Context: an optimization exercise on an open-source flow, tuned for small area and a short achievable clock period. The choices shown serve that exercise and are no tape-out recipe.
Function was checked by simulation only, so behaviour that the tests miss may differ from the original.
Power is estimated from default activity; no workload was simulated.

## design/flow/flow/run.sh

```bash
#!/bin/bash
set -euo pipefail
export BUFFER_PORTS_ARGS="-buffer_cell sky130_fd_sc_hd__buf_1"
bash standard.sh > standard_flow.log 2>&1
```

## design/flow/standard.sh

```bash
#!/bin/bash
# synth_recipe.tcl (not shown) runs the flow's synth.tcl, then flattens the netlist and writes it again
# the make line also repeats each setting of config.mk as NAME=value (left out here)
make -C /OpenROAD-flow-scripts/flow DESIGN_CONFIG=/design/flow/config.mk WORK_HOME=/design/flow/orfs CLKGATE_MAP_FILE= SYNTH_SCRIPT=/design/flow/synth_recipe.tcl "${@:-finish}"
```

## design/flow/config.mk

```make
export PLATFORM = sky130hd
export DESIGN_NAME = reduce_prime2r
export DESIGN_NICKNAME = reduce_prime2r
export VERILOG_FILES = /design/flow/design.v
export SDC_FILE = /design/flow/constraint.sdc
export NUM_CORES = 4
export LEC_CHECK = 0
export CAP_MARGIN = 20
export CORE_MARGIN = 2
export CORE_UTILIZATION = 60
export CTS_BUF_LIST = sky130_fd_sc_hd__clkbuf_4 sky130_fd_sc_hd__clkbuf_8
export PLACE_DENSITY = 0.75
export SETUP_SLACK_MARGIN = 2.8
export SLEW_MARGIN = 20
export SYNTH_HIERARCHICAL = 1
```

## design/flow/constraint.sdc

```tcl
create_clock -name core_clock -period 5.3 [get_ports {clk}]
set_input_delay 1.0600 -clock core_clock [delete_from_list [all_inputs] [get_ports {clk}]]
set_output_delay 1.0600 -clock core_clock [all_outputs]
set_load 0.01 [all_outputs]
```

## design/flow/design.v

```verilog
module reduce_prime2r(
    input               clk,rst_n,
    input [69:0]        c,
    output reg [24:0]   res
    );
  wire n1;
  wire n2;
  wire n3;
  wire n4;
  wire n5;
  wire n6;
  wire n7;
  wire n8;
  wire n9;
  wire n10;
  wire n11;
  wire n12;
  wire n13;
  wire n14;
  wire n15;
  wire n16;
  wire n17;
  wire n18;
  wire n19;
  wire n20;
  wire n21;
  wire n22;
  wire n23;
  wire n24;
  wire n25;
  wire n26;
  wire n27;
  wire n28;
  wire n29;
  wire n30;
  wire n31;
  wire n32;
  wire n33;
  wire n34;
  wire n35;
  wire n36;
  wire n37;
  wire n38;
  wire n39;
  wire n40;
  wire n41;
  wire n42;
  wire n43;
  wire n44;
  wire n45;
  wire n46;
  wire n47;
  wire n48;
  wire n49;
  wire n50;
  wire n51;
  wire n52;
  wire n53;
  wire n54;
  wire n55;
  wire n56;
  wire n57;
  wire n58;
  wire n59;
  wire n60;
  wire n61;
  wire n62;
  wire n63;
  wire n64;
  wire n65;
  wire n66;
  wire n67;
  wire n68;
  wire n69;
  wire n70;
  wire n71;
  wire n72;
  wire n73;
  wire n74;
  wire n75;
  wire n76;
  wire n77;
  wire n78;
  wire n79;
  wire n80;
  wire n81;
  wire n82;
  wire n83;
  wire n84;
  wire n85;
  wire n86;
  wire n87;
  wire n88;
  wire n89;
  wire n90;
  wire n91;
  wire n92;
  wire n93;
  wire n94;
  wire n95;
  wire n96;
  wire n97;
  wire n98;
  wire n99;
  wire n100;
  wire n101;
  wire n102;
  wire n103;
  wire n104;
  wire n105;
  wire n106;
  wire n107;
  wire n108;
  wire n109;
  wire n110;
  wire n111;
  wire n112;
  wire n113;
  wire n114;
  wire n115;
  wire n116;
  wire n117;
  wire n118;
  wire n119;
  wire n120;
  wire n121;
  wire n122;
  wire n123;
  wire n124;
  wire n125;
  wire n126;
  wire n127;
  wire n128;
  wire n129;
  wire n130;
  wire n131;
  wire n132;
  wire n133;
  wire n134;
  wire n135;
  wire n136;
  wire n137;
  wire n138;
  wire n139;
  wire n140;
  wire n141;
  wire n142;
  wire n143;
  wire n144;
  wire n145;
  wire n146;
  wire n147;
  wire n148;
  wire n149;
  wire n150;
  wire n151;
  wire n152;
  wire n153;
  wire n154;
  wire n155;
  wire n156;
  wire n157;
  wire n158;
  wire n159;
  wire n160;
  wire n161;
  wire n162;
  wire n163;
  wire n164;
  wire n165;
  wire n166;
  wire n167;
  wire n168;
  wire n169;
  wire n170;
  wire n171;
  wire n172;
  wire n173;
  wire n174;
  wire n175;
  wire n176;
  wire n177;
  wire n178;
  wire n179;
  wire n180;
  wire n181;
  wire n182;
  wire n183;
  wire n184;
  wire n185;
  wire n186;
  wire n187;
  wire n188;
  wire n189;
  wire n190;
  wire n191;
  wire n192;
  wire n193;
  wire n194;
  wire n195;
  wire n196;
  wire n197;
  wire n198;
  wire n199;
  wire n200;
  wire n201;
  wire n202;
  wire n203;
  wire n204;
  wire n205;
  wire n206;
  wire n207;
  wire n208;
  wire n209;
  wire n210;
  wire n211;
  wire n212;
  wire n213;
  wire n214;
  wire n215;
  wire n216;
  wire n217;
  wire n218;
  wire n219;
  wire n220;
  wire n221;
  wire n222;
  wire n223;
  wire n224;
  wire n225;
  wire n226;
  wire n227;
  wire n228;
  wire n229;
  wire n230;
  wire n231;
  wire n232;
  wire n233;
  wire n234;
  wire n235;
  wire n236;
  wire n237;
  wire n238;
  wire n239;
  wire n240;
  wire n241;
  wire n242;
  wire n243;
  wire n244;
  wire n245;
  wire n246;
  wire n247;
  wire n248;
  wire n249;
  wire n250;
  wire n251;
  wire n252;
  wire n253;
  wire n254;
  wire n255;
  wire n256;
  wire n257;
  wire n258;
  wire n259;
  wire n260;
  wire n261;
  wire n262;
  wire n263;
  wire n264;
  wire n265;
  wire n266;
  wire n267;
  wire n268;
  wire n269;
  wire n270;
  wire n271;
  wire n272;
  wire n273;
  wire n274;
  wire n275;
  wire n276;
  wire n277;
  wire n278;
  wire n279;
  wire n280;
  wire n281;
  wire n282;
  wire n283;
  wire n284;
  wire n285;
  wire n286;
  wire n287;
  wire n288;
  wire n289;
  wire n290;
  wire n291;
  wire n292;
  wire n293;
  wire n294;
  wire n295;
  wire n296;
  wire n297;
  wire n298;
  wire n299;
  wire n300;
  wire n301;
  wire n302;
  wire n303;
  wire n304;
  wire n305;
  wire n306;
  wire n307;
  wire n308;
  wire n309;
  wire n310;
  wire n311;
  wire n312;
  wire n313;
  wire n314;
  assign n1 = ~c[30];
  fa_cell u_fa1 (.a(c[6]), .b(c[24]), .c(n1), .s(n2), .co(n3));
  assign n4 = ~c[31];
  fa_cell u_fa2 (.a(c[7]), .b(c[25]), .c(n4), .s(n5), .co(n6));
  assign n7 = ~c[32];
  fa_cell u_fa3 (.a(c[8]), .b(c[26]), .c(n7), .s(n8), .co(n9));
  assign n10 = ~c[33];
  fa_cell u_fa4 (.a(c[9]), .b(c[27]), .c(n10), .s(n11), .co(n12));
  assign n13 = ~c[34];
  fa_cell u_fa5 (.a(c[10]), .b(c[28]), .c(n13), .s(n14), .co(n15));
  assign n16 = ~c[35];
  fa_cell u_fa6 (.a(c[11]), .b(c[29]), .c(n16), .s(n17), .co(n18));
  assign n19 = ~c[36];
  fa_cell u_fa7 (.a(c[12]), .b(c[30]), .c(n19), .s(n20), .co(n21));
  assign n22 = ~c[37];
  fa_cell u_fa8 (.a(c[13]), .b(c[31]), .c(n22), .s(n23), .co(n24));
  assign n25 = ~c[38];
  fa_cell u_fa9 (.a(c[14]), .b(c[32]), .c(n25), .s(n26), .co(n27));
  assign n28 = ~c[39];
  fa_cell u_fa10 (.a(c[15]), .b(c[33]), .c(n28), .s(n29), .co(n30));
  assign n31 = ~c[40];
  fa_cell u_fa11 (.a(c[16]), .b(c[34]), .c(n31), .s(n32), .co(n33));
  assign n34 = ~c[41];
  fa_cell u_fa12 (.a(c[17]), .b(c[35]), .c(n34), .s(n35), .co(n36));
  assign n37 = ~c[42];
  fa_cell u_fa13 (.a(c[18]), .b(c[36]), .c(n37), .s(n38), .co(n39));
  assign n40 = ~c[43];
  fa_cell u_fa14 (.a(c[19]), .b(c[37]), .c(n40), .s(n41), .co(n42));
  assign n43 = ~c[44];
  fa_cell u_fa15 (.a(c[20]), .b(c[38]), .c(n43), .s(n44), .co(n45));
  assign n46 = ~c[45];
  fa_cell u_fa16 (.a(c[21]), .b(c[39]), .c(n46), .s(n47), .co(n48));
  assign n49 = ~c[46];
  fa_cell u_fa17 (.a(c[22]), .b(c[40]), .c(n49), .s(n50), .co(n51));
  assign n52 = ~c[47];
  fa_cell u_fa18 (.a(c[23]), .b(c[41]), .c(n52), .s(n53), .co(n54));
  assign n55 = c[0] ^ c[24];
  assign n56 = c[0] & ~c[24];
  assign n57 = ~c[48];
  fa_cell u_fa19 (.a(n57), .b(c[42]), .c(n55), .s(n58), .co(n59));
  assign n60 = ~c[25];
  fa_cell u_fa20 (.a(c[1]), .b(n60), .c(c[49]), .s(n61), .co(n62));
  fa_cell u_fa21 (.a(n40), .b(n56), .c(n61), .s(n63), .co(n64));
  assign n65 = ~c[26];
  fa_cell u_fa22 (.a(c[2]), .b(n65), .c(c[50]), .s(n66), .co(n67));
  fa_cell u_fa23 (.a(n43), .b(n62), .c(n66), .s(n68), .co(n69));
  assign n70 = ~c[27];
  fa_cell u_fa24 (.a(c[3]), .b(n70), .c(c[51]), .s(n71), .co(n72));
  fa_cell u_fa25 (.a(n46), .b(n67), .c(n71), .s(n73), .co(n74));
  assign n75 = ~c[28];
  fa_cell u_fa26 (.a(c[4]), .b(n75), .c(c[52]), .s(n76), .co(n77));
  fa_cell u_fa27 (.a(n49), .b(n72), .c(n76), .s(n78), .co(n79));
  assign n80 = ~c[29];
  fa_cell u_fa28 (.a(c[5]), .b(n80), .c(c[53]), .s(n81), .co(n82));
  fa_cell u_fa29 (.a(n52), .b(n77), .c(n81), .s(n83), .co(n84));
  assign n85 = c[54] ^ c[42];
  assign n86 = c[54] | c[42];
  fa_cell u_fa30 (.a(n2), .b(n54), .c(n82), .s(n87), .co(n88));
  assign n89 = ~n85;
  fa_cell u_fa31 (.a(n89), .b(n87), .c(n84), .s(n90), .co(n91));
  fa_cell u_fa32 (.a(n57), .b(c[55]), .c(c[43]), .s(n92), .co(n93));
  fa_cell u_fa33 (.a(n86), .b(n5), .c(n3), .s(n94), .co(n95));
  fa_cell u_fa34 (.a(n92), .b(n88), .c(n94), .s(n96), .co(n97));
  assign n98 = ~c[49];
  fa_cell u_fa35 (.a(n98), .b(c[56]), .c(c[44]), .s(n99), .co(n100));
  fa_cell u_fa36 (.a(n8), .b(n6), .c(n93), .s(n101), .co(n102));
  fa_cell u_fa37 (.a(n99), .b(n95), .c(n101), .s(n103), .co(n104));
  assign n105 = ~c[50];
  fa_cell u_fa38 (.a(n105), .b(c[57]), .c(c[45]), .s(n106), .co(n107));
  fa_cell u_fa39 (.a(n11), .b(n9), .c(n100), .s(n108), .co(n109));
  fa_cell u_fa40 (.a(n106), .b(n102), .c(n108), .s(n110), .co(n111));
  assign n112 = ~c[51];
  fa_cell u_fa41 (.a(n112), .b(c[58]), .c(c[46]), .s(n113), .co(n114));
  fa_cell u_fa42 (.a(n14), .b(n12), .c(n107), .s(n115), .co(n116));
  fa_cell u_fa43 (.a(n113), .b(n109), .c(n115), .s(n117), .co(n118));
  assign n119 = ~c[52];
  fa_cell u_fa44 (.a(n119), .b(c[59]), .c(c[47]), .s(n120), .co(n121));
  fa_cell u_fa45 (.a(n17), .b(n15), .c(n114), .s(n122), .co(n123));
  fa_cell u_fa46 (.a(n120), .b(n116), .c(n122), .s(n124), .co(n125));
  assign n126 = ~c[53];
  fa_cell u_fa47 (.a(c[48]), .b(n126), .c(c[60]), .s(n127), .co(n128));
  fa_cell u_fa48 (.a(n20), .b(n18), .c(n121), .s(n129), .co(n130));
  fa_cell u_fa49 (.a(n127), .b(n123), .c(n129), .s(n131), .co(n132));
  assign n133 = ~c[54];
  fa_cell u_fa50 (.a(c[49]), .b(n133), .c(c[61]), .s(n134), .co(n135));
  fa_cell u_fa51 (.a(n23), .b(n21), .c(n128), .s(n136), .co(n137));
  fa_cell u_fa52 (.a(n134), .b(n130), .c(n136), .s(n138), .co(n139));
  assign n140 = ~c[55];
  fa_cell u_fa53 (.a(c[50]), .b(n140), .c(c[62]), .s(n141), .co(n142));
  fa_cell u_fa54 (.a(n26), .b(n24), .c(n135), .s(n143), .co(n144));
  fa_cell u_fa55 (.a(n141), .b(n137), .c(n143), .s(n145), .co(n146));
  assign n147 = ~c[56];
  fa_cell u_fa56 (.a(c[51]), .b(n147), .c(c[63]), .s(n148), .co(n149));
  fa_cell u_fa57 (.a(n29), .b(n27), .c(n142), .s(n150), .co(n151));
  fa_cell u_fa58 (.a(n148), .b(n144), .c(n150), .s(n152), .co(n153));
  assign n154 = ~c[57];
  fa_cell u_fa59 (.a(c[52]), .b(n154), .c(c[64]), .s(n155), .co(n156));
  fa_cell u_fa60 (.a(n32), .b(n30), .c(n149), .s(n157), .co(n158));
  fa_cell u_fa61 (.a(n155), .b(n151), .c(n157), .s(n159), .co(n160));
  assign n161 = ~c[58];
  fa_cell u_fa62 (.a(c[53]), .b(n161), .c(c[65]), .s(n162), .co(n163));
  fa_cell u_fa63 (.a(n35), .b(n33), .c(n156), .s(n164), .co(n165));
  fa_cell u_fa64 (.a(n162), .b(n158), .c(n164), .s(n166), .co(n167));
  assign n168 = ~c[59];
  fa_cell u_fa65 (.a(c[54]), .b(n168), .c(c[66]), .s(n169), .co(n170));
  fa_cell u_fa66 (.a(n38), .b(n36), .c(n163), .s(n171), .co(n172));
  fa_cell u_fa67 (.a(n169), .b(n165), .c(n171), .s(n173), .co(n174));
  assign n175 = ~c[60];
  fa_cell u_fa68 (.a(c[55]), .b(n175), .c(c[67]), .s(n176), .co(n177));
  fa_cell u_fa69 (.a(n41), .b(n39), .c(n170), .s(n178), .co(n179));
  fa_cell u_fa70 (.a(n176), .b(n172), .c(n178), .s(n180), .co(n181));
  assign n182 = ~c[61];
  fa_cell u_fa71 (.a(c[56]), .b(n182), .c(c[68]), .s(n183), .co(n184));
  fa_cell u_fa72 (.a(n44), .b(n42), .c(n177), .s(n185), .co(n186));
  fa_cell u_fa73 (.a(n183), .b(n179), .c(n185), .s(n187), .co(n188));
  assign n189 = ~c[62];
  fa_cell u_fa74 (.a(c[57]), .b(n189), .c(c[69]), .s(n190), .co(n191));
  fa_cell u_fa75 (.a(n47), .b(n45), .c(n184), .s(n192), .co(n193));
  fa_cell u_fa76 (.a(n190), .b(n186), .c(n192), .s(n194), .co(n195));
  assign n196 = c[58] ^ c[63];
  assign n197 = c[58] & ~c[63];
  fa_cell u_fa77 (.a(n50), .b(n48), .c(n191), .s(n198), .co(n199));
  assign n200 = ~n196;
  fa_cell u_fa78 (.a(n200), .b(n193), .c(n198), .s(n201), .co(n202));
  assign n203 = c[59] ^ c[64];
  assign n204 = c[59] & ~c[64];
  fa_cell u_fa79 (.a(n197), .b(n53), .c(n51), .s(n205), .co(n206));
  assign n207 = ~n203;
  fa_cell u_fa80 (.a(n207), .b(n199), .c(n205), .s(n208), .co(n209));
  assign n210 = c[60] ^ c[65];
  assign n211 = n210;
  assign n212 = n204 ^ n211;
  assign n213 = n212 ^ n206;
  assign n214 = c[0] | ~c[24];
  gpn_cell u_gp1 (.a(c[1]), .b(~c[25]), .ng(n215), .nt(n216));
  gpn_cell u_gp2 (.a(c[2]), .b(~c[26]), .ng(n217), .nt(n218));
  gpn_cell u_gp3 (.a(c[3]), .b(~c[27]), .ng(n219), .nt(n220));
  gpn_cell u_gp4 (.a(c[4]), .b(~c[28]), .ng(n221), .nt(n222));
  gpn_cell u_gp5 (.a(c[5]), .b(~c[29]), .ng(n223), .nt(n224));
  gpn_cell u_gp7 (.a(n5), .b(n3), .ng(n225), .nt(n226));
  gpn_cell u_gp8 (.a(n8), .b(n6), .ng(n227), .nt(n228));
  gpn_cell u_gp9 (.a(n11), .b(n9), .ng(n229), .nt(n230));
  gpn_cell u_gp10 (.a(n14), .b(n12), .ng(n231), .nt(n232));
  gpn_cell u_gp11 (.a(n17), .b(n15), .ng(n233), .nt(n234));
  gpn_cell u_gp12 (.a(n20), .b(n18), .ng(n235), .nt(n236));
  gpn_cell u_gp13 (.a(n23), .b(n21), .ng(n237), .nt(n238));
  gpn_cell u_gp14 (.a(n26), .b(n24), .ng(n239), .nt(n240));
  gpn_cell u_gp15 (.a(n29), .b(n27), .ng(n241), .nt(n242));
  gpn_cell u_gp16 (.a(n32), .b(n30), .ng(n243), .nt(n244));
  gpn_cell u_gp17 (.a(n35), .b(n33), .ng(n245), .nt(n246));
  gpn_cell u_gp18 (.a(n38), .b(n36), .ng(n247), .nt(n248));
  gpn_cell u_gp19 (.a(n41), .b(n39), .ng(n249), .nt(n250));
  gpn_cell u_gp20 (.a(n44), .b(n42), .ng(n251), .nt(n252));
  gpn_cell u_gp21 (.a(n47), .b(n45), .ng(n253), .nt(n254));
  gpn_cell u_gp22 (.a(n50), .b(n48), .ng(n255), .nt(n256));
  gpn_cell u_gp23 (.a(n53), .b(n51), .ng(n257), .nt(n258));
  assign n259 = ~n215 | (~n216 & n214);
  assign n260 = ~n216 & 1'b1;
  assign n261 = ~n219 | (~n220 & ~n217);
  assign n262 = ~n220 & ~n218;
  assign n263 = ~n223 | (~n224 & ~n221);
  assign n264 = ~n224 & ~n222;
  assign n265 = ~n217 | (~n218 & n259);
  assign n266 = ~n218 & n260;
  assign n267 = n261 | (n262 & n259);
  assign n268 = n262 & n260;
  assign n269 = ~n221 | (~n222 & n267);
  assign n270 = ~n222 & n268;
  assign n271 = n263 | (n264 & n267);
  assign n272 = n264 & n268;
  assign n273 = ~n225 | (~n226 & 1'b0);
  assign n274 = ~n226 & n2;
  assign n275 = ~n229 | (~n230 & ~n227);
  assign n276 = ~n230 & ~n228;
  assign n277 = ~n233 | (~n234 & ~n231);
  assign n278 = ~n234 & ~n232;
  assign n279 = ~n227 | (~n228 & n273);
  assign n280 = ~n228 & n274;
  assign n281 = n275 | (n276 & n273);
  assign n282 = n276 & n274;
  assign n283 = ~n231 | (~n232 & n281);
  assign n284 = ~n232 & n282;
  assign n285 = n277 | (n278 & n281);
  assign n286 = n278 & n282;
  assign n287 = ~n237 | (~n238 & ~n235);
  assign n288 = ~n238 & ~n236;
  assign n289 = ~n241 | (~n242 & ~n239);
  assign n290 = ~n242 & ~n240;
  assign n291 = ~n245 | (~n246 & ~n243);
  assign n292 = ~n246 & ~n244;
  assign n293 = ~n239 | (~n240 & n287);
  assign n294 = ~n240 & n288;
  assign n295 = n289 | (n290 & n287);
  assign n296 = n290 & n288;
  assign n297 = ~n243 | (~n244 & n295);
  assign n298 = ~n244 & n296;
  assign n299 = n291 | (n292 & n295);
  assign n300 = n292 & n296;
  assign n301 = ~n249 | (~n250 & ~n247);
  assign n302 = ~n250 & ~n248;
  assign n303 = ~n253 | (~n254 & ~n251);
  assign n304 = ~n254 & ~n252;
  assign n305 = ~n257 | (~n258 & ~n255);
  assign n306 = ~n258 & ~n256;
  assign n307 = ~n251 | (~n252 & n301);
  assign n308 = ~n252 & n302;
  assign n309 = n303 | (n304 & n301);
  assign n310 = n304 & n302;
  assign n311 = ~n255 | (~n256 & n309);
  assign n312 = ~n256 & n310;
  assign n313 = n305 | (n306 & n309);
  assign n314 = n306 & n310;
  wire [24:0] wa = {n209, n202, n195, n188, n181, n174, n167, n160, n153, n146, n139, n132, n125, n118, n111, n104, n97, n91, n90, n79, n74, n69, n64, n59, n54};
  wire [24:0] wb = {n213, n208, n201, n194, n187, n180, n173, n166, n159, n152, n145, n138, n131, n124, n117, n110, n103, n96, 1'b0, n83, n78, n73, n68, n63, n58};
  wire wdg0 = n271;
  wire wdg1 = n285;
  wire wdp1 = n286;
  wire wdg2 = n299;
  wire wdp2 = n300;
  wire wdg3 = n313;
  wire wdp3 = n314;
  reg [24:0] ra, rb;
  reg rdg0, rdg1, rdp1, rdg2, rdp2, rdg3, rdp3;
  always @(posedge clk) begin
    ra <= wa; rb <= wb; rdg0 <= wdg0; rdg1 <= wdg1; rdp1 <= wdp1; rdg2 <= wdg2; rdp2 <= wdp2; rdg3 <= wdg3; rdp3 <= wdp3;
  end
  wire m1;
  wire m2;
  wire m3;
  wire m4;
  wire m5;
  wire m6;
  wire m7;
  wire m8;
  wire m9;
  wire m10;
  wire m11;
  wire m12;
  wire m13;
  wire m14;
  wire m15;
  wire m16;
  wire m17;
  wire m18;
  wire m19;
  wire m20;
  wire m21;
  wire m22;
  wire m23;
  wire m24;
  wire m25;
  wire m26;
  wire m27;
  wire m28;
  wire m29;
  wire m30;
  wire m31;
  wire m32;
  wire m33;
  wire m34;
  wire m35;
  wire m36;
  wire m37;
  wire m38;
  wire m39;
  wire m40;
  wire m41;
  wire m42;
  wire m43;
  wire m44;
  wire m45;
  wire m46;
  wire m47;
  wire m48;
  wire m49;
  wire m50;
  wire m51;
  wire m52;
  wire m53;
  wire m54;
  wire m55;
  wire m56;
  wire m57;
  wire m58;
  wire m59;
  wire m60;
  wire m61;
  wire m62;
  wire m63;
  wire m64;
  wire m65;
  wire m66;
  wire m67;
  wire m68;
  wire m69;
  wire m70;
  wire m71;
  wire m72;
  wire m73;
  wire m74;
  wire m75;
  wire m76;
  wire m77;
  wire m78;
  wire m79;
  wire m80;
  wire m81;
  wire m82;
  wire m83;
  wire m84;
  wire m85;
  wire m86;
  wire m87;
  wire m88;
  wire m89;
  wire m90;
  wire m91;
  wire m92;
  wire m93;
  wire m94;
  wire m95;
  wire m96;
  wire m97;
  wire m98;
  wire m99;
  wire m100;
  wire m101;
  wire m102;
  wire m103;
  wire m104;
  wire m105;
  wire m106;
  wire m107;
  wire m108;
  wire m109;
  wire m110;
  wire m111;
  wire m112;
  wire m113;
  wire m114;
  wire m115;
  wire m116;
  wire m117;
  wire m118;
  wire m119;
  wire m120;
  wire m121;
  wire m122;
  wire m123;
  wire m124;
  wire m125;
  wire m126;
  wire m127;
  wire m128;
  wire m129;
  wire m130;
  wire m131;
  wire m132;
  wire m133;
  wire m134;
  wire m135;
  wire m136;
  wire m137;
  wire m138;
  wire m139;
  wire m140;
  wire m141;
  wire m142;
  wire m143;
  wire m144;
  wire m145;
  wire m146;
  wire m147;
  wire m148;
  wire m149;
  wire m150;
  wire m151;
  wire m152;
  wire m153;
  wire m154;
  wire m155;
  wire m156;
  wire m157;
  wire m158;
  wire m159;
  wire m160;
  wire m161;
  wire m162;
  wire m163;
  wire m164;
  wire m165;
  wire m166;
  wire m167;
  wire m168;
  wire m169;
  wire m170;
  wire m171;
  wire m172;
  wire m173;
  wire m174;
  wire m175;
  wire m176;
  wire m177;
  wire m178;
  assign m1 = (rdg3 | (rdp3 & (rdg2 | (rdp2 & (rdg1 | (rdp1 & rdg0))))));
  assign m2 = ~ra[0] ^ ~rb[0];
  assign m3 = ~ra[0] & ~rb[0];
  assign m4 = ~ra[1] ^ rb[1];
  assign m5 = ~ra[1] & rb[1];
  assign m6 = ra[2] ^ rb[2];
  assign m7 = ra[2] & rb[2];
  assign m8 = ra[3] ^ rb[3];
  assign m9 = ra[3] & rb[3];
  assign m10 = ra[4] ^ rb[4];
  assign m11 = ra[4] & rb[4];
  assign m12 = ra[5] ^ rb[5];
  assign m13 = ra[5] & rb[5];
  assign m14 = ra[7] ^ rb[7];
  assign m15 = ra[7] & rb[7];
  assign m16 = ra[8] ^ rb[8];
  assign m17 = ra[8] & rb[8];
  assign m18 = ra[9] ^ rb[9];
  assign m19 = ra[9] & rb[9];
  assign m20 = ra[10] ^ rb[10];
  assign m21 = ra[10] & rb[10];
  assign m22 = ra[11] ^ rb[11];
  assign m23 = ra[11] & rb[11];
  assign m24 = ra[12] ^ rb[12];
  assign m25 = ra[12] & rb[12];
  assign m26 = ra[13] ^ rb[13];
  assign m27 = ra[13] & rb[13];
  assign m28 = ra[14] ^ rb[14];
  assign m29 = ra[14] & rb[14];
  assign m30 = ra[15] ^ rb[15];
  assign m31 = ra[15] & rb[15];
  assign m32 = ra[16] ^ rb[16];
  assign m33 = ra[16] & rb[16];
  assign m34 = ra[17] ^ rb[17];
  assign m35 = ra[17] & rb[17];
  assign m36 = ra[18] ^ rb[18];
  assign m37 = ra[18] & rb[18];
  assign m38 = ra[19] ^ rb[19];
  assign m39 = ra[19] & rb[19];
  assign m40 = ra[20] ^ rb[20];
  assign m41 = ra[20] & rb[20];
  assign m42 = ra[21] ^ rb[21];
  assign m43 = ra[21] & rb[21];
  assign m44 = ra[22] ^ rb[22];
  assign m45 = ra[22] & rb[22];
  assign m46 = ra[23] ^ rb[23];
  assign m47 = ra[23] & rb[23];
  assign m48 = m5 | (m4 & m3);
  assign m49 = m4 & m2;
  assign m50 = m9 | (m8 & m7);
  assign m51 = m8 & m6;
  assign m52 = m13 | (m12 & m11);
  assign m53 = m12 & m10;
  assign m54 = m7 | (m6 & m48);
  assign m55 = m6 & m49;
  assign m56 = m50 | (m51 & m48);
  assign m57 = m51 & m49;
  assign m58 = m11 | (m10 & m56);
  assign m59 = m10 & m57;
  assign m60 = m52 | (m53 & m56);
  assign m61 = m53 & m57;
  assign m62 = m3 | (m2 & ~m1);
  assign m63 = m48 | (m49 & ~m1);
  assign m64 = m54 | (m55 & ~m1);
  assign m65 = m56 | (m57 & ~m1);
  assign m66 = m58 | (m59 & ~m1);
  assign m67 = m60 | (m61 & ~m1);
  assign m68 = ra[6] | m60;
  assign m69 = ra[6] & (m60 | m61);
  assign m70 = m1 ? m68 : m69;
  assign m71 = m17 | (m16 & m15);
  assign m72 = m16 & m14;
  assign m73 = m21 | (m20 & m19);
  assign m74 = m20 & m18;
  assign m75 = m25 | (m24 & m23);
  assign m76 = m24 & m22;
  assign m77 = m29 | (m28 & m27);
  assign m78 = m28 & m26;
  assign m79 = m33 | (m32 & m31);
  assign m80 = m32 & m30;
  assign m81 = m37 | (m36 & m35);
  assign m82 = m36 & m34;
  assign m83 = m41 | (m40 & m39);
  assign m84 = m40 & m38;
  assign m85 = m45 | (m44 & m43);
  assign m86 = m44 & m42;
  assign m87 = m19 | (m18 & m71);
  assign m88 = m18 & m72;
  assign m89 = m73 | (m74 & m71);
  assign m90 = m74 & m72;
  assign m91 = m27 | (m26 & m75);
  assign m92 = m26 & m76;
  assign m93 = m77 | (m78 & m75);
  assign m94 = m78 & m76;
  assign m95 = m35 | (m34 & m79);
  assign m96 = m34 & m80;
  assign m97 = m81 | (m82 & m79);
  assign m98 = m82 & m80;
  assign m99 = m43 | (m42 & m83);
  assign m100 = m42 & m84;
  assign m101 = m85 | (m86 & m83);
  assign m102 = m86 & m84;
  assign m103 = m23 | (m22 & m89);
  assign m104 = m22 & m90;
  assign m105 = m75 | (m76 & m89);
  assign m106 = m76 & m90;
  assign m107 = m91 | (m92 & m89);
  assign m108 = m92 & m90;
  assign m109 = m93 | (m94 & m89);
  assign m110 = m94 & m90;
  assign m111 = m39 | (m38 & m97);
  assign m112 = m38 & m98;
  assign m113 = m83 | (m84 & m97);
  assign m114 = m84 & m98;
  assign m115 = m99 | (m100 & m97);
  assign m116 = m100 & m98;
  assign m117 = m101 | (m102 & m97);
  assign m118 = m102 & m98;
  assign m119 = m31 | (m30 & m109);
  assign m120 = m30 & m110;
  assign m121 = m79 | (m80 & m109);
  assign m122 = m80 & m110;
  assign m123 = m95 | (m96 & m109);
  assign m124 = m96 & m110;
  assign m125 = m97 | (m98 & m109);
  assign m126 = m98 & m110;
  assign m127 = m111 | (m112 & m109);
  assign m128 = m112 & m110;
  assign m129 = m113 | (m114 & m109);
  assign m130 = m114 & m110;
  assign m131 = m115 | (m116 & m109);
  assign m132 = m116 & m110;
  assign m133 = m117 | (m118 & m109);
  assign m134 = m118 & m110;
  assign m135 = m47 | (m46 & m133);
  assign m136 = m46 & m134;
  assign m137 = m15 | (m14 & m70);
  assign m138 = m71 | (m72 & m70);
  assign m139 = m87 | (m88 & m70);
  assign m140 = m89 | (m90 & m70);
  assign m141 = m103 | (m104 & m70);
  assign m142 = m105 | (m106 & m70);
  assign m143 = m107 | (m108 & m70);
  assign m144 = m109 | (m110 & m70);
  assign m145 = m119 | (m120 & m70);
  assign m146 = m121 | (m122 & m70);
  assign m147 = m123 | (m124 & m70);
  assign m148 = m125 | (m126 & m70);
  assign m149 = m127 | (m128 & m70);
  assign m150 = m129 | (m130 & m70);
  assign m151 = m131 | (m132 & m70);
  assign m152 = m133 | (m134 & m70);
  assign m153 = m135 | (m136 & m70);
  assign m154 = m2 ^ ~m1;
  assign m155 = m4 ^ m62;
  assign m156 = m6 ^ m63;
  assign m157 = m8 ^ m64;
  assign m158 = m10 ^ m65;
  assign m159 = m12 ^ m66;
  assign m160 = ra[6] ^ m1 ^ m67;
  assign m161 = m14 ^ m70;
  assign m162 = m16 ^ m137;
  assign m163 = m18 ^ m138;
  assign m164 = m20 ^ m139;
  assign m165 = m22 ^ m140;
  assign m166 = m24 ^ m141;
  assign m167 = m26 ^ m142;
  assign m168 = m28 ^ m143;
  assign m169 = m30 ^ m144;
  assign m170 = m32 ^ m145;
  assign m171 = m34 ^ m146;
  assign m172 = m36 ^ m147;
  assign m173 = m38 ^ m148;
  assign m174 = m40 ^ m149;
  assign m175 = m42 ^ m150;
  assign m176 = m44 ^ m151;
  assign m177 = m46 ^ m152;
  assign m178 = ra[24] ^ rb[24] ^ m1 ^ m153;
  wire [24:0] sum = {m178, m177, m176, m175, m174, m173, m172, m171, m170, m169, m168, m167, m166, m165, m164, m163, m162, m161, m160, m159, m158, m157, m156, m155, m154};
  always @(posedge clk or negedge rst_n)
    if (!rst_n) res <= 25'd0;
    else res <= sum;
endmodule
module fa_cell(input a, b, c, output s, co);
  assign s = a ^ b ^ c;
  assign co = (a & b) | (a & c) | (b & c);
endmodule
module gpn_cell(input a, b, output ng, nt);
  assign ng = ~(a & b);
  assign nt = ~(a | b);
endmodule
```

==> results.sh, run 1 <==
export IMPL_outcome="no timing/DRC/antenna violations"
export IMPL_design_area_um2=6140
export IMPL_p_leak_nw=2.70
export IMPL_cap_violations=0
export IMPL_clock_sinks=81
export IMPL_slowest_stage="fa_2"
export IMPL_holdPathEnd="res[6]"
export IMPL_grt_ovfl_total=0
export IMPL_async_reset_ff_frac=0.309
export IMPL_fin_tns_setup_ns=0
export IMPL_p_seq_frac=0.322
export IMPL_synth_area_leaders="fa_1 32%, dfxtp_1 22%, dfrtp_1 12%, ha_1 6.7%, inv_1 4.7%"
export IMPL_ys_ff_latch=81
export IMPL_clk_insertion_delay_late_ns=0.35
export IMPL_finalCritPeriodShare=0.475
export IMPL_synth_top_cell_area_share=0.316
export IMPL_p_per_area_nw_per_um2=487
export IMPL_viasPerCell=5.29
export IMPL_avgSynthCellArea_um2=11.2
export IMPL_hold_depth=1
export IMPL_routedWlPerCell_um=16.8
export IMPL_drtIter0Drc=153
export IMPL_p_comb_frac=0.512
export IMPL_synthCells=462
export IMPL_drive_gt1_frac=0.208
export IMPL_die_area_um2=9420
export IMPL_gp_congestion=0.908
export IMPL_drcViolationCount=0
export IMPL_cp_end_kind="flop"
export IMPL_hold_class="reg2reg"
export IMPL_swShare=0.387
export IMPL_drt_total_wl_mm=11.5
export IMPL_period_needed_ns=2.52
export IMPL_vias=3614
export IMPL_htreeDepth=3
export IMPL_timing_rr_end="res[24]"
export IMPL_worst_slew_pin_transition_ns=0.522
export IMPL_io_buffer_count=96
export IMPL_p_int_w=0.00183
export IMPL_yosysTopAreaCell="fa_1"
export IMPL_fin_skew_ns=0.0113
export IMPL_pwr_share_clk=0.166
export IMPL_hold_buffers=0
export IMPL_reg2reg_depth=8
export IMPL_die_h_um=97.1
export IMPL_ant_nets=0
export IMPL_slowest_delay_ns=0.56
export IMPL_dpl_cell_area_um2=5740
export IMPL_grt_pass1_wl_mm=18.9
export IMPL_startpoint_type="input pin"
export IMPL_syn_area_um2=5200
export IMPL_place_hpwl_mm=9.58
export IMPL_critPathKind="in2reg"
export IMPL_rsz0062_at_grt="yes"
export IMPL_setup_viol=0
export IMPL_slew_viol_final=0
export IMPL_synth_edff_count=0
export IMPL_grt_max_degree=26
export IMPL_critPathMaxFanout=3
export IMPL_synth_distinct_cells=50
export IMPL_firstDrtPassIters=5
export IMPL_cpMostUsedCell="fa_2"
export IMPL_core_um2=8300
export IMPL_whs_ns=0.577
export IMPL_antenna_found_initial=0
export IMPL_rr_startpoint="ra[8]"
export IMPL_ios=97
export IMPL_clk_root_buffer_cell="clkbuf_8"
export IMPL_path_clk_slew_ns=0.09
export IMPL_ys_warn_count=7
export IMPL_cp_required_ns=5.59
export IMPL_die_x_um=97.1
export IMPL_relSlewSlack=0.649
export IMPL_nNetsFinal=756
export IMPL_crit_chain="buf_2, inv_1, fa_2, fa_1, fa_2"
export IMPL_diodes=0
export IMPL_grt_usage=0.263
export IMPL_fillers=586
export IMPL_grt_pass1_vias=3814
export IMPL_cts_tree="yes"
export IMPL_clock_path_buffers=2
export IMPL_hold_violations=0
export IMPL_ys_flop_type="dfxtp_1"
export IMPL_synth_seq_area_share=0.336
export IMPL_final_util=0.740
export IMPL_p_switching_w=0.00116
export IMPL_min_from="ra[6]"
export IMPL_start_util=0.626
export IMPL_row_count=33
export IMPL_critPathArrivalTime_ns=2.81
export IMPL_syn_nets=644
export IMPL_cts_buffers_inserted=9
export IMPL_fmax_mhz=397
export IMPL_ir_drop_v=0.000194
export IMPL_regToRegSetupSlack_ns=2.92
export IMPL_syn2layout_area_growth_pct=18.2
worst max-delay path: cells and delay by family:
kind / cells / cell delay, ns
adders and majority gates: 3 / 1.53
buffers and inverters: 2 / 0.22
cell type report:
type                    count  area [um^2]  share of cell area
multi-input cells         314         3300               0.538
flip-flops and latches     81         1750               0.284
repair buffers            103          489              0.0797
inverters                  65          256              0.0418
clock buffers              10          131              0.0214
well taps                 105          131              0.0214
clock inverters             5         81.3              0.0132
power groups by stage:
stage / sequential (W) / clock [W] / combinational (W)
3_5_place_dp: 0.000978 / 0 / 0.00148
6_report: 0.000963 / 0.000496 / 0.00153
2_1_floorplan: 0.00101 / 0 / 0.00107
5_1_grt: 0.000985 / 0.000535 / 0.00175
4_1_cts: 0.000964 / 0.000507 / 0.00151
3_3_place_gp: 0.000977 / 0 / 0.00143
synth_stat cells (8+ instances only):
cell type,n
fa_1,82
inv_1,65
dfxtp_1,56
nand2_1,34
nor2_1,33
ha_1,28
dfrtp_1,25
a21oi_1,20
o21ai_0,17
xnor2_1,15
nand3_1,8
through the flow:
stage	setup WS (ns)	power [W]	std cells
after floorplan	2.65	0.00208	462
after global placement	2.25	0.00241	662
after detailed placement	2.24	0.00246	662
after CTS	2.74	0.00298	681
after global routing	2.78	0.00327	683
final	2.78	0.00299	683
placed cells by master, fill, tap and decap left out, drive strengths merged, types with 2 or more instances in the layout:
cell type / Yosys / final
clkinv: 0 / 2
nand4: 2 / 2
nand3b: 3 / 3
dfxtp: 56 / 56
o21a: 4 / 4
a21o: 5 / 5
xnor2: 15 / 15
nor3: 6 / 6
nor2: 33 / 33
ha: 28 / 28
bufinv: 0 / 2
inv: 65 / 65
dfrtp: 25 / 25
a211oi: 2 / 2
clkbuf: 2 / 18
a31oi: 3 / 3
o311ai: 3 / 3
a21oi: 20 / 20
nand2: 34 / 34
nand3: 8 / 8
or2: 3 / 3
nor2b: 7 / 7
and4: 3 / 3
o21ai: 18 / 18
and2: 2 / 2
nand2b: 5 / 5
xor2: 7 / 7
buf: 0 / 95
or4: 3 / 3
fa: 82 / 82
o21bai: 3 / 3
mux2i: 2 / 2
worst max path at each step:
stage | from | endpoint | slack, ns | depth (start not counted)
2_1_floorplan | c[43] | rb[19] | 2.65 | 4
3_3_place_gp | c[49] | rb[9] | 2.25 | 5
3_5_place_dp | c[49] | rb[9] | 2.24 | 5
4_1_cts | c[49] | rb[9] | 2.74 | 5
5_1_grt | c[59] | rb[19] | 2.78 | 5
6_report | c[32] | rb[8] | 2.78 | 5
per-module statistics from Yosys (local to each module, per instance):
module          flip-flops and latches  cell area [um^2]
reduce_prime2r                      81              3430
gpn_cell                             0              7.51
fa_cell                              0              20.0
cells by family after synthesis:
kind of cell / Yosys count / synth area share
mux: 2 / 0.00385
simple gates: 113 / 0.106
fa+ha+maj: 110 / 0.383
xor+xnor: 22 / 0.0371
flops: 81 / 0.336
buf+inv: 67 / 0.0486
compound gates: 67 / 0.0852
flip-flops by register name, indices dropped and copies added, names as in the netlist:
signal	cells
ra	25
rdp1	1
rdg0	1
rdg1	1
res	25
rdg2	1
rdg3	1
rdp3	1
rb	24
rdp2	1
per-layer routing:
metal | share of wire | wire [um] | GRT usage
met3 | 0.053 | 610 | 0.0547
met4 | 0.031 | 361 | 0.0791
met2 | 0.48 | 5490 | 0.431
met5 | 0 | 0 | 0
met1 | 0.44 | 5040 | 0.359
repair_timing:
item,CTS,global route
setup buffers,4,2
resized for setup,33,52
cloned,0,0
endpoints found under the setup margin,23,29
pin swaps,7,22
==> run 2, diff against run 1 <==
--- a/design/flow/config.mk
+++ b/design/flow/config.mk
@@ -7,3 +7,3 @@
 export LEC_CHECK = 0
-export CAP_MARGIN = 20
+export CAP_MARGIN = 0
 export CORE_MARGIN = 2
@@ -13,3 +13,3 @@
 export SETUP_SLACK_MARGIN = 2.8
-export SLEW_MARGIN = 20
+export SLEW_MARGIN = 0
 export SYNTH_HIERARCHICAL = 1
==> results.sh, run 2 <==
export IMPL_core_um2=8300
export IMPL_p_leak_nw=2.70
export IMPL_finalCritPeriodShare=0.475
export IMPL_pwr_share_clk=0.166
export IMPL_grt_pass1_wl_mm=18.9
export IMPL_die_area_um2=9420
export IMPL_p_seq_frac=0.322
export IMPL_drt_total_wl_mm=11.5
export IMPL_clock_sinks=81
export IMPL_layout_commonest_cell="buf_1"
export IMPL_drtIter0Drc=153
export IMPL_yosys_area_share_xor_xnor=0.0371
export IMPL_routedWlPerCell_um=16.8
export IMPL_slew_viol_final=0
export IMPL_hold_violations=0
export IMPL_hold_buffers=0
export IMPL_vias=3614
export IMPL_synth_commonest_cells="82 x fa_1, 65 x inv_1, 56 x dfxtp_1, 34 x nand2_1, 33 x nor2_1"
export IMPL_nNetsFinal=756
export IMPL_relSlewSlack=0.649
export IMPL_outcome="no timing/DRC/antenna violations"
export IMPL_fin_tns_setup_ns=0
export IMPL_gp_congestion=0.908
export IMPL_critPathKind="in2reg"
export IMPL_drive_gt1_frac=0.208
export IMPL_ys_flop_type="dfxtp_1"
export IMPL_p_comb_frac=0.512
export IMPL_ys_warn_count=7
export IMPL_synth_top_family_by_area="adder cells"
export IMPL_dpl_cell_area_um2=5740
export IMPL_ys_ff_latch=81
export IMPL_synth_simple_area_share=0.106
export IMPL_cts_buffers_inserted=9
export IMPL_htreeDepth=3
export IMPL_clock_path_buffers=2
export IMPL_viasPerCell=5.29
export IMPL_period_needed_ns=2.52
export IMPL_ant_nets=0
export IMPL_cp_required_ns=5.59
export IMPL_critPathMaxFanout=3
export IMPL_p_int_w=0.00183
export IMPL_reg_top3="ra: 25 flops, res: 25 flops, rb: 24 flops"
export IMPL_antenna_found_initial=0
export IMPL_swShare=0.387
export IMPL_synth_most_common_cell="fa_1"
export IMPL_yosysTopAreaCell="fa_1"
export IMPL_syn2layout_area_growth_pct=18.2
export IMPL_synth_area_mux_share=0.00385
export IMPL_firstDrtPassIters=5
export IMPL_cp_end_kind="flop"
export IMPL_dp_cells=662
export IMPL_ios=97
export IMPL_synth_seq_area_share=0.336
export IMPL_layout_cells_non_filler=683
export IMPL_synth_top_cell_area_share=0.316
export IMPL_ir_drop_v=0.000194
export IMPL_cts_tree="yes"
export IMPL_hold_class="reg2reg"
export IMPL_die_x_um=97.1
export IMPL_path_clk_slew_ns=0.09
export IMPL_grt_usage=0.263
export IMPL_final_cell_mix="62 x buf_1, 56 x dfxtp_1, 53 x inv_1"
export IMPL_syn_nets=644
export IMPL_fin_skew_ns=0.0113
export IMPL_async_reset_ff_frac=0.309
export IMPL_diodes=0
export IMPL_synth_distinct_cells=50
export IMPL_worst_slew_pin_transition_ns=0.522
export IMPL_row_count=33
export IMPL_critPathArrivalTime_ns=2.81
export IMPL_setup_viol=0
export IMPL_syn_area_um2=5200
export IMPL_design_area_um2=6140
export IMPL_startpoint_type="input pin"
export IMPL_start_util=0.626
export IMPL_p_switching_w=0.00116
export IMPL_grt_ovfl_total=0
export IMPL_cap_violations=0
export IMPL_drcViolationCount=0
export IMPL_grt_pass1_vias=3814
export IMPL_synth_compound_area_share=0.0852
export IMPL_fmax_mhz=397
export IMPL_io_buffer_count=96
export IMPL_synth_adder_area_share=0.383
export IMPL_synth_area_leaders="fa_1 32%, dfxtp_1 22%, dfrtp_1 12%, ha_1 6.7%, inv_1 4.7%"
export IMPL_grt_max_degree=26
export IMPL_clk_root_buffer_cell="clkbuf_8"
export IMPL_rsz0062_at_grt="yes"
export IMPL_die_h_um=97.1
export IMPL_synth_edff_count=0
export IMPL_avgSynthCellArea_um2=11.2
export IMPL_p_per_area_nw_per_um2=487
export IMPL_clk_insertion_delay_late_ns=0.35
export IMPL_place_hpwl_mm=9.58
export IMPL_synthCells=462
export IMPL_fillers=586
==> run 2: cell counts in the layout (fill, tap and decap cells not counted) <==
Identical to the previous run, type by type.
==> run 2: layout make-up <==
type	count	area [um^2]	area share
Clock buffer	10	131	0.0214
Clock inverter	5	81.3	0.0132
Inverter	65	256	0.0418
Multi-Input combinational cell	314	3300	0.538
Sequential cell	81	1750	0.284
Tap cell	105	131	0.0214
Timing Repair Buffer	103	489	0.0797
==> run 2: cell families (layout without fill, tap and decap cells) <==
family | count (synthesis) | in the layout
simple gates | 113 | 113
compound gates | 67 | 67
xor+xnor | 22 | 22
buf+inv | 67 | 183
fa+ha+maj | 110 | 110
mux | 2 | 2
flops | 81 | 81
==> run 2: path summary, 6_finish.rpt <==
| kind | to | depth (start not counted) | from | slack [ns] |
|---|---|---|---|---|
| max | rb[8] | 5 | c[32] | 2.78 |
| min | res[6] | 1 | ra[6] | 0.58 |
| max reg2reg | res[24] | 8 | ra[8] | 2.92 |
| min reg2reg | res[6] | 1 | ra[6] | 0.58 |
| max in group asynchronous | res[17] | 2 | rst_n | 4.38 |
| min in group asynchronous | res[3] | 2 | rst_n | 0.67 |
==> run 2: per-stage QoR <==
| stage | util | hold WS [ns] | power [W] | setup slack [ns] |
|---|---|---|---|---|
| after floorplan | - | 0.487 | 0.00208 | 2.65 |
| after global placement | 0.692 | 0.552 | 0.00241 | 2.25 |
| after detailed placement | 0.692 | 0.564 | 0.00246 | 2.24 |
| after CTS | 0.727 | 0.576 | 0.00298 | 2.74 |
| after global routing | 0.740 | 0.617 | 0.00327 | 2.78 |
| final | 0.740 | 0.577 | 0.00299 | 2.78 |
==> run 2: layer usage <==
layer / wire [um] / vias up / global-route usage
li1: - / 1720 / -
met1: 5040 / 1731 / 0.359
met2: 5490 / 136 / 0.431
met3: 610 / 27 / 0.0547
met4: 361 / 0 / 0.0791
met5: 0 / - / 0
==> run 2: per-module statistics from Yosys (local to each module, per instance) <==
module	flip-flops and latches	area, um^2	times used
reduce_prime2r	81	3430	1
gpn_cell	0	7.51	22
fa_cell	0	20.0	80
==> run 2: power groups by stage <==
stage / Sequential [W] / Combinational (W) / Clock (W)
6_report: 0.000963 / 0.00153 / 0.000496
5_1_grt: 0.000985 / 0.00175 / 0.000535
4_1_cts: 0.000964 / 0.00151 / 0.000507
3_5_place_dp: 0.000978 / 0.00148 / 0
3_3_place_gp: 0.000977 / 0.00143 / 0
2_1_floorplan: 0.00101 / 0.00107 / 0
==> run 2: repair_timing <==
action,4_1_cts,5_1_grt
gates cloned,0,0
resized for setup,33,52
pin swaps,7,22
setup buffers,4,2
setup endpoints to repair,23,29
==> run 2: critical path, stage by stage <==
cell and delay, ns:
buf_2 0.15, inv_1 0.07, fa_2 0.56, fa_1 0.43, fa_2 0.54
==> run 3, diff against run 2 <==
--- a/design/flow/design.v
+++ b/design/flow/design.v
@@ -711,14 +711,2 @@
   wire m166;
-  wire m167;
-  wire m168;
-  wire m169;
-  wire m170;
-  wire m171;
-  wire m172;
-  wire m173;
-  wire m174;
-  wire m175;
-  wire m176;
-  wire m177;
-  wire m178;
   assign m1 = (rdg3 | (rdp3 & (rdg2 | (rdp2 & (rdg1 | (rdp1 & rdg0))))));
@@ -809,95 +797,83 @@
   assign m86 = m44 & m42;
-  assign m87 = m19 | (m18 & m71);
-  assign m88 = m18 & m72;
-  assign m89 = m73 | (m74 & m71);
-  assign m90 = m74 & m72;
-  assign m91 = m27 | (m26 & m75);
-  assign m92 = m26 & m76;
-  assign m93 = m77 | (m78 & m75);
-  assign m94 = m78 & m76;
-  assign m95 = m35 | (m34 & m79);
-  assign m96 = m34 & m80;
-  assign m97 = m81 | (m82 & m79);
-  assign m98 = m82 & m80;
-  assign m99 = m43 | (m42 & m83);
-  assign m100 = m42 & m84;
-  assign m101 = m85 | (m86 & m83);
-  assign m102 = m86 & m84;
-  assign m103 = m23 | (m22 & m89);
-  assign m104 = m22 & m90;
-  assign m105 = m75 | (m76 & m89);
-  assign m106 = m76 & m90;
-  assign m107 = m91 | (m92 & m89);
-  assign m108 = m92 & m90;
-  assign m109 = m93 | (m94 & m89);
-  assign m110 = m94 & m90;
-  assign m111 = m39 | (m38 & m97);
-  assign m112 = m38 & m98;
-  assign m113 = m83 | (m84 & m97);
-  assign m114 = m84 & m98;
-  assign m115 = m99 | (m100 & m97);
-  assign m116 = m100 & m98;
-  assign m117 = m101 | (m102 & m97);
-  assign m118 = m102 & m98;
-  assign m119 = m31 | (m30 & m109);
-  assign m120 = m30 & m110;
-  assign m121 = m79 | (m80 & m109);
-  assign m122 = m80 & m110;
-  assign m123 = m95 | (m96 & m109);
-  assign m124 = m96 & m110;
-  assign m125 = m97 | (m98 & m109);
-  assign m126 = m98 & m110;
-  assign m127 = m111 | (m112 & m109);
-  assign m128 = m112 & m110;
-  assign m129 = m113 | (m114 & m109);
-  assign m130 = m114 & m110;
-  assign m131 = m115 | (m116 & m109);
-  assign m132 = m116 & m110;
-  assign m133 = m117 | (m118 & m109);
-  assign m134 = m118 & m110;
-  assign m135 = m47 | (m46 & m133);
-  assign m136 = m46 & m134;
-  assign m137 = m15 | (m14 & m70);
-  assign m138 = m71 | (m72 & m70);
-  assign m139 = m87 | (m88 & m70);
-  assign m140 = m89 | (m90 & m70);
-  assign m141 = m103 | (m104 & m70);
-  assign m142 = m105 | (m106 & m70);
-  assign m143 = m107 | (m108 & m70);
-  assign m144 = m109 | (m110 & m70);
-  assign m145 = m119 | (m120 & m70);
-  assign m146 = m121 | (m122 & m70);
-  assign m147 = m123 | (m124 & m70);
-  assign m148 = m125 | (m126 & m70);
-  assign m149 = m127 | (m128 & m70);
-  assign m150 = m129 | (m130 & m70);
-  assign m151 = m131 | (m132 & m70);
-  assign m152 = m133 | (m134 & m70);
-  assign m153 = m135 | (m136 & m70);
-  assign m154 = m2 ^ ~m1;
-  assign m155 = m4 ^ m62;
-  assign m156 = m6 ^ m63;
-  assign m157 = m8 ^ m64;
-  assign m158 = m10 ^ m65;
-  assign m159 = m12 ^ m66;
-  assign m160 = ra[6] ^ m1 ^ m67;
-  assign m161 = m14 ^ m70;
-  assign m162 = m16 ^ m137;
-  assign m163 = m18 ^ m138;
-  assign m164 = m20 ^ m139;
-  assign m165 = m22 ^ m140;
-  assign m166 = m24 ^ m141;
-  assign m167 = m26 ^ m142;
-  assign m168 = m28 ^ m143;
-  assign m169 = m30 ^ m144;
-  assign m170 = m32 ^ m145;
-  assign m171 = m34 ^ m146;
-  assign m172 = m36 ^ m147;
-  assign m173 = m38 ^ m148;
-  assign m174 = m40 ^ m149;
-  assign m175 = m42 ^ m150;
-  assign m176 = m44 ^ m151;
-  assign m177 = m46 ^ m152;
-  assign m178 = ra[24] ^ rb[24] ^ m1 ^ m153;
-  wire [24:0] sum = {m178, m177, m176, m175, m174, m173, m172, m171, m170, m169, m168, m167, m166, m165, m164, m163, m162, m161, m160, m159, m158, m157, m156, m155, m154};
+  assign m87 = m73 | (m74 & m71);
+  assign m88 = m74 & m72;
+  assign m89 = m77 | (m78 & m75);
+  assign m90 = m78 & m76;
+  assign m91 = m81 | (m82 & m79);
+  assign m92 = m82 & m80;
+  assign m93 = m85 | (m86 & m83);
+  assign m94 = m86 & m84;
+  assign m95 = m89 | (m90 & m87);
+  assign m96 = m90 & m88;
+  assign m97 = m93 | (m94 & m91);
+  assign m98 = m94 & m92;
+  assign m99 = m97 | (m98 & m95);
+  assign m100 = m98 & m96;
+  assign m101 = m91 | (m92 & m95);
+  assign m102 = m92 & m96;
+  assign m103 = m75 | (m76 & m87);
+  assign m104 = m76 & m88;
+  assign m105 = m79 | (m80 & m95);
+  assign m106 = m80 & m96;
+  assign m107 = m83 | (m84 & m101);
+  assign m108 = m84 & m102;
+  assign m109 = m19 | (m18 & m71);
+  assign m110 = m18 & m72;
+  assign m111 = m23 | (m22 & m87);
+  assign m112 = m22 & m88;
+  assign m113 = m27 | (m26 & m103);
+  assign m114 = m26 & m104;
+  assign m115 = m31 | (m30 & m95);
+  assign m116 = m30 & m96;
+  assign m117 = m35 | (m34 & m105);
+  assign m118 = m34 & m106;
+  assign m119 = m39 | (m38 & m101);
+  assign m120 = m38 & m102;
+  assign m121 = m43 | (m42 & m107);
+  assign m122 = m42 & m108;
+  assign m123 = m47 | (m46 & m99);
+  assign m124 = m46 & m100;
+  assign m125 = m15 | (m14 & m70);
+  assign m126 = m71 | (m72 & m70);
+  assign m127 = m109 | (m110 & m70);
+  assign m128 = m87 | (m88 & m70);
+  assign m129 = m111 | (m112 & m70);
+  assign m130 = m103 | (m104 & m70);
+  assign m131 = m113 | (m114 & m70);
+  assign m132 = m95 | (m96 & m70);
+  assign m133 = m115 | (m116 & m70);
+  assign m134 = m105 | (m106 & m70);
+  assign m135 = m117 | (m118 & m70);
+  assign m136 = m101 | (m102 & m70);
+  assign m137 = m119 | (m120 & m70);
+  assign m138 = m107 | (m108 & m70);
+  assign m139 = m121 | (m122 & m70);
+  assign m140 = m99 | (m100 & m70);
+  assign m141 = m123 | (m124 & m70);
+  assign m142 = m2 ^ ~m1;
+  assign m143 = m4 ^ m62;
+  assign m144 = m6 ^ m63;
+  assign m145 = m8 ^ m64;
+  assign m146 = m10 ^ m65;
+  assign m147 = m12 ^ m66;
+  assign m148 = ra[6] ^ m1 ^ m67;
+  assign m149 = m14 ^ m70;
+  assign m150 = m16 ^ m125;
+  assign m151 = m18 ^ m126;
+  assign m152 = m20 ^ m127;
+  assign m153 = m22 ^ m128;
+  assign m154 = m24 ^ m129;
+  assign m155 = m26 ^ m130;
+  assign m156 = m28 ^ m131;
+  assign m157 = m30 ^ m132;
+  assign m158 = m32 ^ m133;
+  assign m159 = m34 ^ m134;
+  assign m160 = m36 ^ m135;
+  assign m161 = m38 ^ m136;
+  assign m162 = m40 ^ m137;
+  assign m163 = m42 ^ m138;
+  assign m164 = m44 ^ m139;
+  assign m165 = m46 ^ m140;
+  assign m166 = ra[24] ^ rb[24] ^ m1 ^ m141;
+  wire [24:0] sum = {m166, m165, m164, m163, m162, m161, m160, m159, m158, m157, m156, m155, m154, m153, m152, m151, m150, m149, m148, m147, m146, m145, m144, m143, m142};
   always @(posedge clk or negedge rst_n)
--- a/design/flow/config.mk
+++ b/design/flow/config.mk
@@ -7,3 +7,4 @@
 export LEC_CHECK = 0
-export CAP_MARGIN = 0
+export ABC_CLOCK_PERIOD_IN_PS = 1200
+export CAP_MARGIN = 20
 export CORE_MARGIN = 2
@@ -13,3 +14,3 @@
 export SETUP_SLACK_MARGIN = 2.8
-export SLEW_MARGIN = 0
+export SLEW_MARGIN = 20
 export SYNTH_HIERARCHICAL = 1
==> results.sh, run 3 <==
export IMPL_critPathKind="in2reg"
export IMPL_cts_tree="yes"
export IMPL_cp_required_ns=5.59
export IMPL_die_area_um2=9080
export IMPL_synth_area_leaders="fa_1 33%, dfxtp_1 22%, dfrtp_1 13%, ha_1 7.0%, inv_1 4.1%"
export IMPL_fin_tns_setup_ns=0
export IMPL_path_clk_slew_ns=0.08
export IMPL_grt_ovfl_total=0
export IMPL_p_leak_nw=2.63
export IMPL_gp_congestion=0.988
export IMPL_syn2layout_area_growth_pct=20.3
export IMPL_finalCritPeriodShare=0.472
export IMPL_vias=3406
export IMPL_drive_gt1_frac=0.221
export IMPL_final_cell_mix="62 x buf_1, 56 x dfxtp_1, 45 x fa_1"
export IMPL_synth_most_common_cell="fa_1"
export IMPL_power_total_w=0.00294
export IMPL_rsz0062_at_grt="yes"
export IMPL_htreeDepth=3
export IMPL_ios=97
export IMPL_slew_viol_final=0
export IMPL_cts_buffers_inserted=9
export IMPL_diodes=0
export IMPL_grt_usage=0.260
export IMPL_die_x_um=95.3
export IMPL_grt_pass1_vias=3530
export IMPL_hold_class="reg2reg"
export IMPL_die_h_um=95.3
export IMPL_start_util=0.615
export IMPL_clock_sinks=81
export IMPL_synth_compound_area_share=0.0793
export IMPL_outcome="no timing/DRC/antenna violations"
export IMPL_syn_area_um2=5000
export IMPL_p_per_area_nw_per_um2=489
export IMPL_synth_commonest_cells="82 x fa_1, 56 x dfxtp_1, 54 x inv_1, 35 x nor2_1, 31 x nand2_1"
export IMPL_drtIter0Drc=172
export IMPL_clock_path_buffers=2
export IMPL_cap_violations=0
export IMPL_critPathArrivalTime_ns=2.79
export IMPL_ant_nets=0
export IMPL_ys_ff_latch=81
export IMPL_layout_commonest_cell="buf_1"
export IMPL_synthCells=426
export IMPL_grt_max_degree=26
export IMPL_yosys_area_share_xor_xnor=0.0473
export IMPL_synth_top_family_by_area="adder cells"
export IMPL_ys_warn_count=7
export IMPL_antenna_found_initial=0
export IMPL_core_um2=8130
export IMPL_worst_slew_pin_transition_ns=0.678
export IMPL_synth_edff_count=0
export IMPL_drcViolationCount=0
export IMPL_clk_insertion_delay_late_ns=0.34
export IMPL_cp_end_kind="flop"
export IMPL_synth_seq_area_share=0.349
export IMPL_design_area_um2=6010
export IMPL_reg_top3="ra: 25 flops, res: 25 flops, rb: 24 flops"
export IMPL_nNetsFinal=724
export IMPL_routedWlPerCell_um=16.9
export IMPL_drt_total_wl_mm=11.0
export IMPL_period_needed_ns=2.50
export IMPL_fmax_mhz=399
export IMPL_setup_viol=0
export IMPL_final_util=0.739
export IMPL_place_hpwl_mm=9.27
export IMPL_synth_distinct_cells=39
export IMPL_grt_pass1_wl_mm=17.1
export IMPL_synth_top_cell_area_share=0.328
export IMPL_ys_flop_type="dfxtp_1"
export IMPL_dpl_cell_area_um2=5550
export IMPL_io_buffer_count=96
export IMPL_yosysTopAreaCell="fa_1"
export IMPL_fin_skew_ns=0.00731
export IMPL_synth_adder_area_share=0.398
export IMPL_relSlewSlack=0.543
export IMPL_avgSynthCellArea_um2=11.7
export IMPL_synth_simple_area_share=0.0849
export IMPL_syn_nets=608
export IMPL_clk_root_buffer_cell="clkbuf_8"
export IMPL_hold_violations=0
export IMPL_synth_area_mux_share=0
export IMPL_viasPerCell=5.22
export IMPL_critPathMaxFanout=3
export IMPL_startpoint_type="input pin"
export IMPL_whs_ns=0.524
export IMPL_row_count=33
export IMPL_async_reset_ff_frac=0.309
export IMPL_ir_drop_v=0.000180
export IMPL_firstDrtPassIters=4
run 3: power breakdown:
| group | leakage [nW] | switching, W | total (W) | internal [W] |
|---|---|---|---|---|
| clock network | 0.110 | 0.000222 | 0.000499 | 0.000276 |
| registers | 0.763 | 0.0000867 | 0.000966 | 0.000879 |
| logic | 1.76 | 0.000800 | 0.00148 | 0.000676 |
run 3: logic make-up after synthesis:
group                      count (synthesis)
AOI/OAI and AO/OA                         61
xor gates and xnor gates                  27
adders and majority gates                110
buffers and inverters                     54
DFF                                       81
and+or+nand+nor                           93
run 3: worst paths after layout:
kind / end / depth (start not counted) / startpoint / slack [ns]
setup / recovery: rb[16] / 5 / c[40] / 2.80
hold / removal: res[6] / 2 / ra[6] / 0.52
setup reg to reg: res[24] / 9 / ra[8] / 2.91
hold reg to reg: res[6] / 2 / ra[6] / 0.52
max in group asynchronous: res[16] / 2 / rst_n / 4.39
min in group asynchronous: res[8] / 2 / rst_n / 0.68
run 3: Yosys stat by module, one instance, submodules excluded:
module	flip-flops and latches	cell area [um^2]
gpn_cell	0	7.51
reduce_prime2r	81	3230
fa_cell	0	20.0
run 3: per-layer routing:
| metal | GRT usage | vias up | share of wire |
|---|---|---|---|
| met3 | 0.0585 | 19 | 0.059 |
| met5 | 0 | - | 0 |
| met4 | 0.0845 | 0 | 0.022 |
| met2 | 0.434 | 149 | 0.50 |
| li1 | - | 1593 | - |
| met1 | 0.339 | 1645 | 0.42 |
run 3: what timing repair did:
item | 4_1_cts | 5_1_grt
hold buffers | 0 | 0
hold endpoints to repair | 0 | 0
gates resized for setup | 52 | 30
endpoints found under the setup margin | 23 | 19
buffers inserted | 4 | 4
pin swaps | 14 | 16
run 3: through the flow:
stage | worst slack (ns) | instances
2_1_floorplan | 2.65 | 426
3_3_place_gp | 2.27 | 628
3_5_place_dp | 2.26 | 628
4_1_cts | 2.75 | 648
5_1_grt | 2.77 | 652
6_report | 2.80 | 652
run 3: cell type report:
type,instances,area (um^2)
Sequential cell,81,1750
Clock buffer,11,139
Timing Repair Buffer,105,508
Clock inverter,5,81.3
Fill cell,564,2120
Inverter,54,215
Multi-Input combinational cell,291,3190
Tap cell,105,131
run 3: critical path, stage by stage:
cell and delay [ns]:
buf_1 0.12, inv_1 0.07, fa_1 0.54, fa_1 0.45, fa_2 0.54
==> run 4, diff against run 3 <==
--- a/design/flow/config.mk
+++ b/design/flow/config.mk
@@ -7,3 +7,3 @@
 export LEC_CHECK = 0
-export ABC_CLOCK_PERIOD_IN_PS = 1200
+export ABC_CLOCK_PERIOD_IN_PS = 2000
 export CAP_MARGIN = 20
==> results.sh, run 4 <==
export IMPL_min_from="ra[6]"
export IMPL_holdPathEnd="res[6]"
export IMPL_dp_cells=628
export IMPL_avgSynthCellArea_um2=11.7
export IMPL_startpoint_type="input pin"
export IMPL_drive_gt1_frac=0.221
export IMPL_reg_top3="ra: 25 flops, res: 25 flops, rb: 24 flops"
export IMPL_io_buffer_count=96
export IMPL_fin_tns_setup_ns=0
export IMPL_diodes=0
export IMPL_relSlewSlack=0.543
export IMPL_worst_slew_pin_transition_ns=0.678
export IMPL_outcome="no timing/DRC/antenna violations"
export IMPL_vias=3406
export IMPL_clock_path_buffers=2
export IMPL_grt_max_degree=26
export IMPL_ir_drop_v=0.000180
export IMPL_syn2layout_area_growth_pct=20.3
export IMPL_reg2reg_depth=9
export IMPL_gp_congestion=0.988
export IMPL_synth_area_leaders="fa_1 33%, dfxtp_1 22%, dfrtp_1 13%, ha_1 7.0%, inv_1 4.1%"
export IMPL_ys_warn_count=7
export IMPL_viasPerCell=5.22
export IMPL_syn_area_um2=5000
export IMPL_synth_seq_area_share=0.349
export IMPL_antenna_found_initial=0
export IMPL_drcViolationCount=0
export IMPL_critPathMaxFanout=3
export IMPL_top_usage_layer="met2"
export IMPL_p_int_w=0.00183
export IMPL_timing_rr_end="res[24]"
export IMPL_final_cell_mix="62 x buf_1, 56 x dfxtp_1, 45 x fa_1"
export IMPL_layout_commonest_cell="buf_1"
export IMPL_synth_most_common_cell="fa_1"
export IMPL_htreeDepth=3
export IMPL_place_hpwl_mm=9.27
export IMPL_grt_pass1_wl_mm=17.1
export IMPL_p_per_area_nw_per_um2=489
export IMPL_multi_input_area_um2=3190
export IMPL_regToRegSetupSlack_ns=2.91
export IMPL_grt_usage=0.260
export IMPL_p_switching_w=0.00111
export IMPL_synth_top_cell_area_share=0.328
export IMPL_critPathKind="in2reg"
export IMPL_die_x_um=95.3
export IMPL_hold_depth=2
export IMPL_fmax_mhz=399
export IMPL_ant_nets=0
export IMPL_whs_ns=0.524
export IMPL_synth_distinct_cells=39
export IMPL_firstDrtPassIters=4
export IMPL_clk_root_buffer_cell="clkbuf_8"
export IMPL_pwr_share_clk=0.170
export IMPL_p_leak_nw=2.63
export IMPL_synth_edff_count=0
export IMPL_nNetsFinal=724
export IMPL_synth_commonest_cells="82 x fa_1, 56 x dfxtp_1, 54 x inv_1, 35 x nor2_1, 31 x nand2_1"
export IMPL_routedWlPerCell_um=16.9
export IMPL_period_needed_ns=2.50
export IMPL_p_comb_frac=0.502
export IMPL_core_um2=8130
export IMPL_rr_startpoint="ra[8]"
export IMPL_cp_end_kind="flop"
export IMPL_yosysTopAreaCell="fa_1"
export IMPL_fillers=564
export IMPL_ys_ff_latch=81
export IMPL_synthCells=426
export IMPL_cts_tree="yes"
export IMPL_use_met1=0.339
export IMPL_grt_pass1_vias=3530
export IMPL_ys_flop_type="dfxtp_1"
[run 4: cell counts after synthesis]
No cell type changed its count.
[run 4: area by class of cell]
cell class | count | area share
clock buffers | 11 | 0.0231
well taps | 105 | 0.0219
clock inverters | 5 | 0.0135
inverters | 54 | 0.0358
multi-input cells | 291 | 0.531
repair buffers | 105 | 0.0845
flip-flops and latches | 81 | 0.291
[run 4: what timing repair did]
item / 4_1_cts / 5_1_grt
buffers inserted: 4 / 4
endpoints found under the setup margin: 23 / 19
gates resized for setup: 52 / 30
pin swaps: 14 / 16
[run 4: how the worst max path moves through the flow]
stage | start | slack (ns) | endpoint
global placement | c[49] | 2.27 | rb[9]
detailed placement | c[49] | 2.26 | rb[9]
global route | ra[3] | 2.77 | res[12]
CTS | c[49] | 2.75 | rb[9]
finish | c[40] | 2.80 | rb[16]
floorplan | c[43] | 2.65 | rb[19]
[run 4: cell families (layout without fill, tap and decap cells)]
kind of cell / after synthesis / count (layout) / share of synthesized area
flops: 81 / 81 / 0.349
buf+inv: 54 / 175 / 0.0405
fa+ha+maj: 110 / 110 / 0.398
compound gates: 61 / 61 / 0.0794
simple gates: 93 / 93 / 0.0849
xor+xnor: 27 / 27 / 0.0473
[run 4: power by group through the flow]
stage | combinational [W] | sequential (W) | clock [W]
after floorplan | 0.000979 | 0.00101 | 0
after global placement | 0.00135 | 0.000968 | 0
after detailed placement | 0.00140 | 0.000975 | 0
after CTS | 0.00143 | 0.000962 | 0.000507
after global routing | 0.00165 | 0.000986 | 0.000536
final | 0.00148 | 0.000966 | 0.000499
[run 4: per-layer routing]
layer	wire (um)	share of wire	vias up
met1	4570	0.42	1645
met2	5540	0.50	149
li1	-	-	1593
met3	651	0.059	19
met5	0	0	-
met4	242	0.022	0
[run 4: worst max-delay path, cell delays in order]
cell	delay (ns)
buf_1	0.12
inv_1	0.07
fa_1	0.54
fa_1	0.45
fa_2	0.54
[run 4: metrics by stage]
stage,area [um^2],total power [W],util,worst slack [ns]
4_1_cts,5890,0.00290,0.724,2.75
2_1_floorplan,5050,0.00199,-,2.65
3_3_place_gp,5550,0.00232,0.683,2.27
5_1_grt,6010,0.00318,0.739,2.77
6_report,6010,0.00294,0.739,2.80
3_5_place_dp,5550,0.00237,0.683,2.26
[run 4: per-module statistics from Yosys, one instance, submodules excluded]
module / copies in the design / cells / area, um^2 / flip-flops and latches
reduce_prime2r: 1 / 302 / 3230 / 81
fa_cell: 80 / 1 / 20.0 / 0
gpn_cell: 22 / 2 / 7.51 / 0

Re-timed with assumed drivers on the ports (clkbuf_16 on the clock, buf_2 on other inputs), run 4 has 2.801 ns of setup slack against 2.796 ns with ideal ports, and 2.430 ns once port delays also move by the mid clock arrival of 0.370 ns.
